Context: an optimization exercise on an open-source flow, tuned for small area, a short achievable clock period and few clock cycles. The choices shown serve that exercise and are no tape-out recipe.
In this exercise RTL edits were held to simulation tests only and were not proved equivalent to the original.
Power is estimated from default activity; no workload was simulated.

==> 03-02 <==
// veryl_Core
module veryl_Core (
    input logic i_clk,
    input logic i_rst,
    output logic [32-1:0] o_imem_addr ,
    input  logic [48-1:0] i_imem_rdata,
    output logic [1-1:0]  o_imem_we   ,
    output logic [32-1:0] o_imem_waddr,
    output logic [8-1:0]  o_imem_wdata,
    output logic [32-1:0] o_dmem_addr ,
    output logic [1-1:0]  o_dmem_re   ,
    output logic [4-1:0]  o_dmem_wmask,
    output logic [32-1:0] o_dmem_wdata,
    input  logic [32-1:0] i_dmem_rdata,
    output logic [32-1:0] o_io_addr  ,
    output logic [1-1:0]  o_io_rd    ,
    input  logic [1-1:0]  i_io_rvalid,
    input  logic [32-1:0] i_io_rdata ,
    output logic [1-1:0]  o_io_wr    ,
    output logic [32-1:0] o_io_wdata ,
    input  logic [1-1:0]  i_io_wready
);
    localparam logic [32-1:0] IROM_BASE = 32'h8000_0004;
    logic [32-1:0] m_regfile [1:32-1];
    logic [32-1:0] r_pc_f;    
    logic [32-1:0] r_pc_d;    
    logic [1-1:0]  r_v_d ;    
    logic [1-1:0]  r_v_e      ;
    logic [1-1:0]  r_we_e     ;
    logic [5-1:0]  r_rd_e     ;
    logic [32-1:0] r_a_e      ;
    logic [32-1:0] r_addr_e   ;  
    logic [32-1:0] r_b_e      ;  
    logic [5-1:0]  r_shamt_e  ;  
    logic [32-1:0] r_s_e      ;  
    logic [32-1:0] r_tgt_e    ;  
    logic [1-1:0]  r_sub_e    ;
    logic [1-1:0]  r_sel_sum_e;
    logic [1-1:0]  r_sel_and_e;
    logic [1-1:0]  r_sel_or_e ;
    logic [1-1:0]  r_sel_xor_e;
    logic [1-1:0]  r_sel_sh_e ;
    logic [1-1:0]  r_sh_l_e   ;
    logic [1-1:0]  r_sh_a_e   ;
    logic [1-1:0]  r_link_e   ;
    logic [1-1:0]  r_ld_e     ;
    logic [3-1:0]  r_ldk_e    ;
    logic [4-1:0]  r_mask_e   ;
    logic [1-1:0]  r_isb_e    ;
    logic [1-1:0]  r_in_e     ;
    logic [1-1:0]  r_out_e    ;
    logic [1-1:0]  r_jal_e    ;  
    logic [1-1:0]  r_pred_e   ;  
    logic [1-1:0]  r_br_e     ;
    logic [2-1:0]  r_brk_e    ;
    logic [1-1:0]  r_we_w ;
    logic [5-1:0]  r_rd_w ;
    logic [32-1:0] r_res_w;
    logic [1-1:0]  r_ld_w ;
    logic [3-1:0]  r_ldk_w;
  ...
export LEC_CHECK = 0
export CAP_MARGIN = 20
export CORE_MARGIN = 2
export CORE_UTILIZATION = 40
export PLACE_DENSITY = 0.6
export SLEW_MARGIN = 20
create_clock -name core_clock -period 14.0 [get_ports {i_clk}]
standard.sh (not shown) runs the stock make flow with config.mk's settings and CLKGATE_MAP_FILE= SYNTH_SCRIPT=/design/flow/synth_recipe.tcl, a recipe that flattens the netlist after the stock synthesis.
==> flow/flow/run.sh <==
#!/bin/bash
# The standard layout (standard.sh, unchanged synthesis and steps), with
# the resizer's setup repair aiming at a larger slack margin so that it keeps
# shortening the paths well below the 14 ns clock. Each tool's output goes to
# its own log file in the work folder.
set -euo pipefail
export SETUP_SLACK_MARGIN=8
bash standard.sh synth > synth.log 2>&1
bash standard.sh > layout.log 2>&1
==> 01-08 (differences from 03-02) <==
--- a/flow/design.v
+++ b/flow/design.v
@@ -23,10 +23,36 @@
             end
         end
         o_sum = p ^ {gg[30:0], i_cin};
     end
 endmodule
+module veryl_Inc6 (
+    input  logic [32-1:0] i_a  ,
+    output logic [32-1:0] o_sum
+);
+    logic [32-1:0] b ;
+    logic [32-1:0] g ;
+    logic [32-1:0] p ;
+    logic [32-1:0] gg;
+    logic [32-1:0] pp;
+    always_comb begin
+        b  = 32'h6;
+        g  = i_a & b;
+        p  = i_a ^ b;
+        gg = g;
+        pp = p;
+        for (int l = 0; l < 5; l++) begin
+            for (int i = 0; i < 32; i++) begin
+                if (((i >> l) & 1) == 1) begin
+                    gg[i] = gg[i] | (pp[i] & gg[((i >> l) << l) - 1]);
+                    pp[i] = pp[i] & pp[((i >> l) << l) - 1];
+                end
+            end
+        end
+        o_sum = p ^ {gg[30:0], 1'b0};
+    end
+endmodule
 module veryl_Alu (
     input  logic [32-1:0] i_a      ,
     input  logic [32-1:0] i_b      ,  
     input  logic [5-1:0]  i_shamt  ,  
     input  logic [1-1:0]  i_sub    ,
@@ -90,10 +116,11 @@
     localparam logic [32-1:0] IROM_BASE = 32'h8000_0004;
     logic [32-1:0] m_regfile [1:32-1];
     logic [32-1:0] r_pc_f;    
     logic [32-1:0] r_pc_d;    
     logic [1-1:0]  r_v_d ;    
+    logic [1-1:0]  r_fall_d;  
     logic [1-1:0]  r_v_e      ;
     logic [1-1:0]  r_we_e     ;
     logic [5-1:0]  r_rd_e     ;
     logic [32-1:0] r_a_e      ;
     logic [32-1:0] r_addr_e   ;  
@@ -180,11 +207,11 @@
     logic [1-1:0]  w_redirect;
     logic [32-1:0] w_tgt     ;
     always_comb begin
         w_stall_e  = r_v_e & ((r_in_e & !i_io_rvalid) | (r_out_e & !i_io_wready));   
         w_redirect = r_v_e & (r_jal_e | (r_br_e & (w_taken != r_pred_e)) | w_stall_e);
-        w_tgt      = (r_jal_e) ? ( r_addr_e ) : ( r_tgt_e );
+        w_tgt      = (r_jal_e) ? ( r_addr_e ) : (r_pred_e && !w_keep) ? ( r_s_e ) : ( r_tgt_e );
     end
     always_comb begin
         o_dmem_addr  = r_addr_e;
         o_dmem_re    = r_v_e & r_ld_e;
         o_dmem_wmask = r_mask_e & {4{r_v_e}};
@@ -263,10 +290,11 @@
     logic [1-1:0] d_sh_l    ;
     logic [1-1:0] d_sh_a    ;
     logic [1-1:0] d_nowrite ;
     logic [1-1:0] d_use_a   ;
     logic [1-1:0] d_use_b   ;
+    logic [1-1:0] d_use_base;
     logic [3-1:0] d_ldk     ;
     logic [4-1:0] d_mask    ;
     always_comb begin
         d_rb      = (d_op == 5'd1) || (d_op == 5'd7) || (d_op == 5'd3 && d_sub <= 3'd3);
         d_br      = d_op == 5'd3 && d_sub <= 3'd3;
@@ -283,24 +311,25 @@
         d_sel_xor = d_key == XOR || d_key == XORI;
         d_sel_sh  = d_key == SRL || d_key == SRA || d_key == SLL || d_key == SRLI || d_key == SRAI || d_key == SLLI;
         d_sh_l    = d_sub == 3'd5;
         d_sh_a    = d_sub == 3'd4;
         d_nowrite = d_st || d_isb || d_out;
-        d_use_a   = (d_op >= 5'd1) && (d_op <= 5'd8);
+        d_use_a   = d_rb || d_op == 5'd2 || d_op == 5'd8;
         d_use_b   = d_rb || d_st || d_isb || d_out;
+        d_use_base = d_ld || d_st || d_isb || d_in || d_out || d_jal;
         d_ldk     = d_sub;
         case (d_sub)
             3'd0   : d_mask = 4'b1111;
             3'd1   : d_mask = 4'b0011;
             default: d_mask = 4'b0001;
         endcase
     end
     logic [5-1:0] d_ra;
     logic [5-1:0] d_rb_addr;
     always_comb begin
-        d_ra      = (d_rb) ? ( w_ir[17:13] ) : ( {2'b0, w_ir[15:13]} );
-        d_rb_addr = (d_rb) ? ( w_ir[22:18] ) : ( w_ir[12:8] );
+        d_ra      = {w_ir[17:16] & {2{d_op[0]}}, w_ir[15:13]};
+        d_rb_addr = (d_op[0] & (d_op[1] | !d_op[2])) ? ( w_ir[22:18] ) : ( w_ir[12:8] );
     end
     logic [32-1:0] m_rz  [0:32-1];
     logic [32-1:0] d_grp [0:4-1] ;
     always_comb begin
         m_rz[0] = 32'h0;
@@ -339,11 +368,12 @@
         .i_b  (d_imm ),
         .i_cin(1'b0  ),
         .o_sum(d_addr)
     );
     logic [1-1:0] d_hazard;
-    always_comb d_hazard = r_v_e && r_ld_e && r_we_e && ((d_use_a && r_rd_e == d_ra) || (d_use_b && r_rd_e == d_rb_addr));
+    always_comb d_hazard = r_v_e && r_ld_e && r_we_e && ((d_use_a && r_rd_e == d_ra) || (d_use_b && r_rd_e == d_rb_addr)
+                                                      || (d_use_base && r_rd_e == {2'b00, w_ir[15:13]}));
     logic [1-1:0]  d_isb_hit ;
     always_comb begin
         d_isb_hit  = (w_ir[15:13] != 3'd0)
                   || (d_imm[31:3] == r_pc_f[31:3] && d_imm[2:0] >= r_pc_f[2:0] && d_imm[2:0] - r_pc_f[2:0] < 3'd6)
                   || (d_imm[31:3] == w_fetch_next[31:3] && r_pc_f[2:0] > {1'b0, d_imm[2:0]} + 4'd2);
@@ -354,31 +384,31 @@
         .i_a  (r_pc_d  ),
         .i_b  (d_off   ),
         .i_cin(1'b0    ),
         .o_sum(d_br_tgt)
     );
-    always_comb d_tgt = (d_in || d_out) ? ( r_pc_d ) : (d_pred) ? ( r_pc_f ) : ( d_br_tgt );
+    always_comb d_tgt = (d_in || d_out) ? ( r_pc_d ) : (d_pred) ? ( w_fetch_next ) : ( d_br_tgt );
     logic [1-1:0]  d_jal_abs;
     logic [1-1:0]  d_pred   ;
     logic [1-1:0]  d_redir  ;
     logic [32-1:0] d_redir_pc;
     always_comb begin
         d_jal_abs  = d_jal && w_ir[15:13] == 3'd0;
         d_pred     = d_br && w_ir[47];
         d_redir    = d_jal_abs || d_pred || (d_isb && d_isb_hit);
         d_redir_pc = (d_jal_abs) ? ( d_imm ) : (d_pred) ? ( d_br_tgt ) : ( r_pc_f );
     end
+    logic [1-1:0] w_keep  ;
     logic [1-1:0] w_accept;
     logic [1-1:0] w_replay;
     always_comb begin
-        w_accept = r_v_d && !w_redirect && !d_hazard;
+        w_keep   = r_fall_d && !d_br && !d_jal && !d_isb;
+        w_accept = r_v_d && !d_hazard && ((r_fall_d) ? ( w_redirect && w_keep ) : ( !w_redirect ));
         w_replay = r_v_d && !w_redirect && d_hazard;
     end
-    veryl_Add32 fetch_inc (
+    veryl_Inc6 fetch_inc (
         .i_a  (r_pc_f      ),
-        .i_b  (32'h6       ),
-        .i_cin(1'b0        ),
         .o_sum(w_fetch_next)
     );
     always_comb o_imem_addr = r_pc_f;
     always_ff @ (posedge i_clk) r_pc_d <= r_pc_f;
     always_ff @ (posedge i_clk) begin
@@ -391,18 +421,25 @@
         end else if (w_replay) begin
             r_pc_f <= r_pc_d;
             r_v_d  <= 1'b0;
         end else if (w_accept && d_redir) begin
             r_pc_f <= d_redir_pc;
-            r_v_d  <= 1'b0;
+            r_v_d  <= d_pred;
         end else begin
             r_pc_f <= w_fetch_next;
             r_v_d  <= 1'b1;
         end
     end
     always_ff @ (posedge i_clk) begin
         if (i_rst) begin
+            r_fall_d <= 1'b0;
+        end else begin
+            r_fall_d <= !w_redirect && !w_replay && w_accept && d_pred;
+        end
+    end
+    always_ff @ (posedge i_clk) begin
+        if (i_rst) begin
             r_v_e <= 1'b0;
         end else begin
             r_v_e <= w_accept;
         end
     end
@@ -410,12 +447,12 @@
         begin
             r_we_e      <= (d_rd != 5'd0) && !d_nowrite;
             r_rd_e      <= d_rd;
             r_a_e       <= d_a;
             r_addr_e    <= d_addr;
-            r_b_e       <= ((d_rb) ? ( d_b ) : ( d_imm )) ^ {32{d_sub_op}};
-            r_shamt_e   <= (d_rb) ? ( d_b[4:0] ) : ( d_imm[4:0] );
+            r_b_e       <= ((d_op[0]) ? ( d_b ) : ( d_imm )) ^ {32{d_sub_op}};
+            r_shamt_e   <= (d_op[0]) ? ( d_b[4:0] ) : ( d_imm[4:0] );
             r_s_e       <= (d_br || d_jal) ? ( r_pc_f ) : ( d_b );
             r_tgt_e     <= d_tgt;
             r_sub_e     <= d_sub_op;
             r_sel_sum_e <= d_sel_sum;
             r_sel_and_e <= d_sel_and;
==> flow/flow/run.sh (replaced) <==
#!/bin/bash
# The standard layout (standard.sh, unchanged synthesis and steps) with two
# changes to how the layout is made:
#  - the resizer's setup repair aims at a larger slack margin, so that it keeps
#    shortening the paths well below the 14 ns clock;
#  - every input and output port still gets its own buffer, but a plain buffer
#    cell rather than the delay cell buffer_ports picks by default.
# Each tool's output goes to its own log file in the work folder.
set -euo pipefail
export SETUP_SLACK_MARGIN=8
export BUFFER_PORTS_ARGS="-buffer_cell sky130_fd_sc_hd__buf_2"
bash standard.sh synth > synth.log 2>&1
bash standard.sh > layout.log 2>&1
--- a/flow/config.mk
+++ b/flow/config.mk
@@ -5,8 +5,10 @@
 export SDC_FILE = /design/flow/constraint.sdc
 export NUM_CORES = 4
 export LEC_CHECK = 0
 export CAP_MARGIN = 20
 export CORE_MARGIN = 2
-export CORE_UTILIZATION = 40
-export PLACE_DENSITY = 0.6
+export CORE_UTILIZATION = 50
+export PLACE_DENSITY = 0.65
 export SLEW_MARGIN = 20
+export SYNTH_HIERARCHICAL = 1
+export SYNTH_MINIMUM_KEEP_SIZE = 0
==> summary.md <==
| Metric | Value |
|---|---|
| Status | `no timing/DRC/antenna violations` |
| Clk sinks | `1,293` |
| Slew @ Worst Pin | `1.26 ns` |
| CTS buffer count | `142` |
| Flip-flop and latch count | `1,293` |
| Clk latency of the worst-skew pair | `around 0.85 ns` |
| Mean post-synth cell area | `11.0 um2` |
| Worst Setup SP | `i_imem_rdata[13]` |
| Routed wire length per instance | `41.8 um` |
| Dpl ws | `5.17 ns` |
(the above is from 03-02)
==> summary.md <==
| Metric | Value |
|---|---|
| Mean post-synth cell area | `10.8 um2` |
| Routed wire length per instance | `between 40 and 50 um` |
| Clk latency of the worst-skew pair | `0.84 ns` |
| Status | `no timing/DRC/antenna violations` |
| Slew @ Worst Pin | `1.30 ns` |
| CTS buffer count | `141` |
| Flip-flop and latch count | `1,294` |
| Worst Setup SP | `i_imem_rdata[15]` |
| LEAKAGE | `a little over 30 nW` |
| Clk sinks | `1,294` |
| Dpl ws | `around 5.4 ns` |
(the above is from 01-08)
Testbench counts of 03-02, summed over its fixed seeds: cycles 125,356.
Testbench counts of 01-08, summed over its fixed seeds: cycles 123,669.

==> static timing again, ports no longer ideal <==
The results above use ideal ports. As a check the final layouts listed here were re-extracted and re-timed, cells and wires unchanged.
Step 1: set_driving_cell puts a clkbuf_16 on i_clk and a buf_2 on each other input, an assumption about the parent block.
Step 2, shift: input delay + t, output delay - t, t = (earliest + latest rising clock arrival at the registers) / 2. This alone moves slack from input paths to output paths.
Three values: ideal, step 1, step 2; two values: the first two.
run	shift t [ns]	setup slack, ns	hold WS [ns]	worst slew at a driven data input, ns
03-02	0.908	7.421 / 7.152 / 6.244	0.374 / 0.374 / 0.374	0.39
01-08	0.887	7.706 / 7.541 / 6.654	0.337 / 0.337 / 0.337	0.32
After both steps setup and hold are still met in every run listed. The setup slack of 03-02, which loses most, moves by -0.269 ns with the drivers and by -1.177 ns with both steps.
